From an optimization exercise on the open Yosys and OpenROAD flow, aimed at small area, a short achievable clock period and few clock cycles; shortcuts taken in it are not production practice.
Power is estimated from default activity; no workload was simulated.

== the baseline ==
## seq_mult
module seq_mult(d, done, clk, a, b, go, reset);
  output [63:0] d;
  output reg done;
  input clk;
  input [31:0] a, b;
  input go, reset;
  reg [31:0] m;               
  reg [31:0] q;               
  reg [31:0] hi;              
  reg [3:0] e1, e2, ng;      
  reg ngl;                    
  reg [33:0] s, c;           
  reg [7:0] slo;             
  reg [7:1] clo;             
  reg first;                  
  reg fa0;                    
  reg [2:0] cnt;
  function [11:0] benc(input [8:0] v);
    integer i;
    begin
      for (i = 0; i < 4; i = i + 1) begin
        benc[i] = v[2*i+1] ^ v[2*i];
        benc[4+i] = (v[2*i+2] & ~v[2*i+1] & ~v[2*i]) | (~v[2*i+2] & v[2*i+1] & v[2*i]);
        benc[8+i] = v[2*i+2];
      end
    end
  endfunction
  wire [11:0] enc_go = benc({a[8:1], 1'b0});
  wire [11:0] enc_nx = benc({q[16] & ~(cnt == 3'd2), q[15:8]});
  wire [9:0] lo = slo + {clo, 1'b0} + {ngl, 7'd0};
  wire [1:0] cy = lo[9:8] & {2{~first}};
  wire [33:0] si = {2'd0, m & {32{fa0}}} | s & {34{~first}};
  wire [33:0] ci = {first, 33'd0} | c & {34{~first}};
  wire [32:0] mx = {1'b0, m};
  wire [32:0] m2 = {m, 1'b0};
  wire [32:0] pp0 = (mx & {33{e1[0]}} | m2 & {33{e2[0]}}) ^ {33{ng[0]}};
  wire [32:0] pp1 = (mx & {33{e1[1]}} | m2 & {33{e2[1]}}) ^ {33{ng[1]}};
  wire [32:0] pp2 = (mx & {33{e1[2]}} | m2 & {33{e2[2]}}) ^ {33{ng[2]}};
  wire [32:0] pp3 = (mx & {33{e1[3]}} | m2 & {33{e2[3]}}) ^ {33{ng[3]}};
  wire hs1;
  wire hc2;
  wire hs3;
  wire hc4;
  wire fs5;
  wire fc6;
  wire ft7;
  wire hs8;
  wire hc9;
  wire fs10;
  wire fc11;
  wire ft12;
  wire fs13;
  wire fc14;
  wire ft15;
  wire fs16;
  wire fc17;
  wire ft18;
  wire fs19;
  wire fc20;
  wire ft21;
  wire fs22;
  wire fc23;
  wire ft24;
  wire fs25;
  wire fc26;
  wire ft27;
  wire fs28;
  wire fc29;
  wire ft30;
  wire fs31;
  wire fc32;
  wire ft33;
  wire fs34;
  wire fc35;
  wire ft36;
  wire fs37;
  wire fc38;
  wire ft39;
  wire fs40;
  wire fc41;
  wire ft42;
  wire fs43;
  wire fc44;
  wire ft45;
  wire fs46;
  wire fc47;
  wire ft48;
  wire fs49;
  wire fc50;
  wire ft51;
  wire fs52;
  wire fc53;
  wire ft54;
  wire fs55;
  wire fc56;
  wire ft57;
  wire fs58;
  wire fc59;
  wire ft60;
  wire fs61;
  wire fc62;
  wire ft63;
  ...
Size in the first run: ~1,800 cells after synthesis, ~200 flip-flops, roughly 130 I/O pins, about 0.016 mm² of cells after synthesis.
==> flow/config.mk <==
export PLATFORM = sky130hd
export DESIGN_NAME = seq_mult
export DESIGN_NICKNAME = seq_mult
export VERILOG_FILES = /design/flow/design.v
export SDC_FILE = /design/flow/constraint.sdc
export NUM_CORES = 4
export LEC_CHECK = 0
export CAP_MARGIN = 20
export CORE_MARGIN = 2
export CORE_UTILIZATION = 40
export PLACE_DENSITY = 0.6
export SETUP_SLACK_MARGIN = 0.3
export SLEW_MARGIN = 20
==> flow/constraint.sdc <==
create_clock -name core_clock -period 3.3 [get_ports {clk}]
set_input_delay 0.6600 -clock core_clock [delete_from_list [all_inputs] [get_ports {clk}]]
set_output_delay 0.6600 -clock core_clock [all_outputs]
set_load 0.01 [all_outputs]
run.sh (not shown) runs the stock make flow with config.mk's settings and CLKGATE_MAP_FILE= SYNTH_SCRIPT=/design/flow/synth_recipe.tcl, a recipe that flattens the netlist after the stock synthesis.
Input changes introduced in the candidate (baseline for comparison: the baseline):
diff --git a/flow/design.v b/flow/design.v
--- a/flow/design.v
+++ b/flow/design.v
@@ -3,40 +3,42 @@
   output reg done;
   input clk;
   input [31:0] a, b;
   input go, reset;
   reg [31:0] m;               
   reg [31:0] q;               
   reg [31:0] hi;              
-  reg [3:0] e1, e2, ng;      
+  reg [3:0] e1r, e2r, ngr;   
   reg ngl;                    
   reg [33:0] s, c;           
   reg [7:0] slo;             
   reg [7:1] clo;             
-  reg first;                  
-  reg fa0;                    
   reg [2:0] cnt;
   function [11:0] benc(input [8:0] v);
     integer i;
     begin
       for (i = 0; i < 4; i = i + 1) begin
         benc[i] = v[2*i+1] ^ v[2*i];
         benc[4+i] = (v[2*i+2] & ~v[2*i+1] & ~v[2*i]) | (~v[2*i+2] & v[2*i+1] & v[2*i]);
         benc[8+i] = v[2*i+2];
       end
     end
   endfunction
   wire [11:0] enc_go = benc({a[8:1], 1'b0});
+  wire [11:0] enc_go1 = benc(a[16:8]);
   wire [11:0] enc_nx = benc({q[16] & ~(cnt == 3'd2), q[15:8]});
+  wire [3:0] e1, e2, ng;
+  assign {ng, e2, e1} = go ? enc_go : {ngr, e2r, e1r};
+  wire [31:0] mm = go ? b : m;
   wire [9:0] lo = slo + {clo, 1'b0} + {ngl, 7'd0};
-  wire [1:0] cy = lo[9:8] & {2{~first}};
-  wire [33:0] si = {2'd0, m & {32{fa0}}} | s & {34{~first}};
-  wire [33:0] ci = {first, 33'd0} | c & {34{~first}};
-  wire [32:0] mx = {1'b0, m};
-  wire [32:0] m2 = {m, 1'b0};
+  wire [1:0] cy = lo[9:8] & {2{~go}};
+  wire [33:0] si = {2'd0, b & {32{go & a[0]}}} | s & {34{~go}};
+  wire [33:0] ci = {go, 33'd0} | c & {34{~go}};
+  wire [32:0] mx = {1'b0, mm};
+  wire [32:0] m2 = {mm, 1'b0};
   wire [32:0] pp0 = (mx & {33{e1[0]}} | m2 & {33{e2[0]}}) ^ {33{ng[0]}};
   wire [32:0] pp1 = (mx & {33{e1[1]}} | m2 & {33{e2[1]}}) ^ {33{ng[1]}};
   wire [32:0] pp2 = (mx & {33{e1[2]}} | m2 & {33{e2[2]}}) ^ {33{ng[2]}};
   wire [32:0] pp3 = (mx & {33{e1[3]}} | m2 & {33{e2[3]}}) ^ {33{ng[3]}};
   wire hs1;
   wire hc2;
   wire hs3;
@@ -879,23 +881,16 @@
   wire [39:0] kp0 = xa ^ xb;
   wire [39:0] kg0;
   generate
     for (gi = 0; gi < 40; gi = gi + 1) begin : kl0
       assign kg0[gi] = kp0[gi] ? 1'b0 : xa[gi];
     end
   endgenerate
-  wire [39:0] kg1, kp1;
-  assign kg1[0] = kg0[0];
-  assign kp1[0] = kp0[0];
-  generate
-    for (gi = 1; gi < 40; gi = gi + 1) begin : kl1
-      assign kg1[gi] = xa[gi] & xb[gi] | xa[gi] & xa[gi-1] & xb[gi-1] | xb[gi] & xa[gi-1] & xb[gi-1];
-      assign kp1[gi] = (xa[gi] | xb[gi]) & (xa[gi-1] | xb[gi-1]);
-    end
-  endgenerate
+  wire [39:0] kg1 = kg0 | (kp0 & {kg0[38:0], 1'd0});
+  wire [39:0] kp1 = kp0 & {kp0[38:0], 1'd0};
   wire [39:0] kg2 = kg1 | (kp1 & {kg1[37:0], 2'd0});
   wire [39:0] kp2 = kp1 & {kp1[37:0], 2'd0};
   wire [39:0] kg3 = kg2 | (kp2 & {kg2[35:0], 4'd0});
   wire [39:0] kp3 = kp2 & {kp2[35:0], 4'd0};
   wire [39:0] kg4 = kg3 | (kp3 & {kg3[31:0], 8'd0});
   wire [39:0] kp4 = kp3 & {kp3[31:0], 8'd0};
   wire [39:0] kg5 = kg4 | (kp4 & {kg4[23:0], 16'd0});
@@ -908,33 +903,29 @@
       done <= 1'b0;
     else if (go)
       done <= 1'b0;
     else if (cnt == 3'd4)
       done <= 1'b1;
   always @(posedge clk)
     if (go) begin
-      first <= 1'b1;
-      fa0 <= a[0];
-      cnt <= 3'd0;
+      cnt <= 3'd1;
       m <= b;
-      q <= a;
-      {ng, e2, e1} <= enc_go;
+      q <= {lo[7:0], a[31:8]};
+      {ngr, e2r, e1r} <= enc_go1;
     end else begin
-      first <= 1'b0;
-      fa0 <= 1'b0;
-      {ng, e2, e1} <= enc_nx;
+      {ngr, e2r, e1r} <= enc_nx;
       if (!done) begin
         cnt <= cnt + 3'd1;
         q <= {lo[7:0], q[31:8]};
       end
     end
   always @(posedge clk) begin
     s <= ts[41:8];
     c <= tc[41:8];
     slo <= ts[7:0];
     clo <= tc[7:1];
     ngl <= ng[3];
-    if (!done && cnt == 3'd4)
+    if (!go && !done && cnt == 3'd4)
       hi <= sum[39:8];
   end
   assign d = {hi, q};
 endmodule
Looking at final setup slack of the worst path, the candidate sits below the baseline.
Max via count across the candidate and the baseline: the candidate
A standard cell with the maximum stage delay on the critical path of sky130_fd_sc_hd__dfxtp_1 is what the baseline shows, while sky130_fd_sc_hd__or3b_4 belongs to the candidate.
For the number of global-route vias before repair, the candidate came in 992 higher than the baseline did.
Overall die area is lower on the candidate
Going from the baseline to the candidate, total power consumption of the routed design grew by 2.7 mW, routed length per placed instance increased by 2.3% relative to the old numbers.
No run of this note included a check of the RTL's function; only the layout flow was run.

==> re-timing with driven ports <==
The flow's constraints put no driver on any port. The routed layouts listed below were extracted and timed again, unchanged, in two steps. Step 1: set_driving_cell puts a clkbuf_16 on clk and a buf_2 on each other input, an assumption about the parent block. Step 2 moves the port delays by t, midway between the first and last clock arrival at a register: inputs arrive t later, outputs are due t later. That takes back most of the time a late clock gives input paths. Slacks: no drivers / after step 1 / after step 2; pairs: no drivers / after step 1.
run	t, ns	setup WS [ns]	worst setup path at the end	clock arrival spread, ns	worst register clock-pin slew, ns
the baseline	0.512	0.487 / 0.487 / 0.487	register to register	0.011 / 0.010	0.08 / 0.08
the candidate	0.529	0.166 / 0.166 / -0.158	input to register	0.016 / 0.016	0.08 / 0.08
With both steps, setup timing fails in the candidate, where it was met with ideal ports. For the candidate, which loses most, drivers alone change the setup slack by 0.000 ns; drivers and shift together by -0.324 ns.
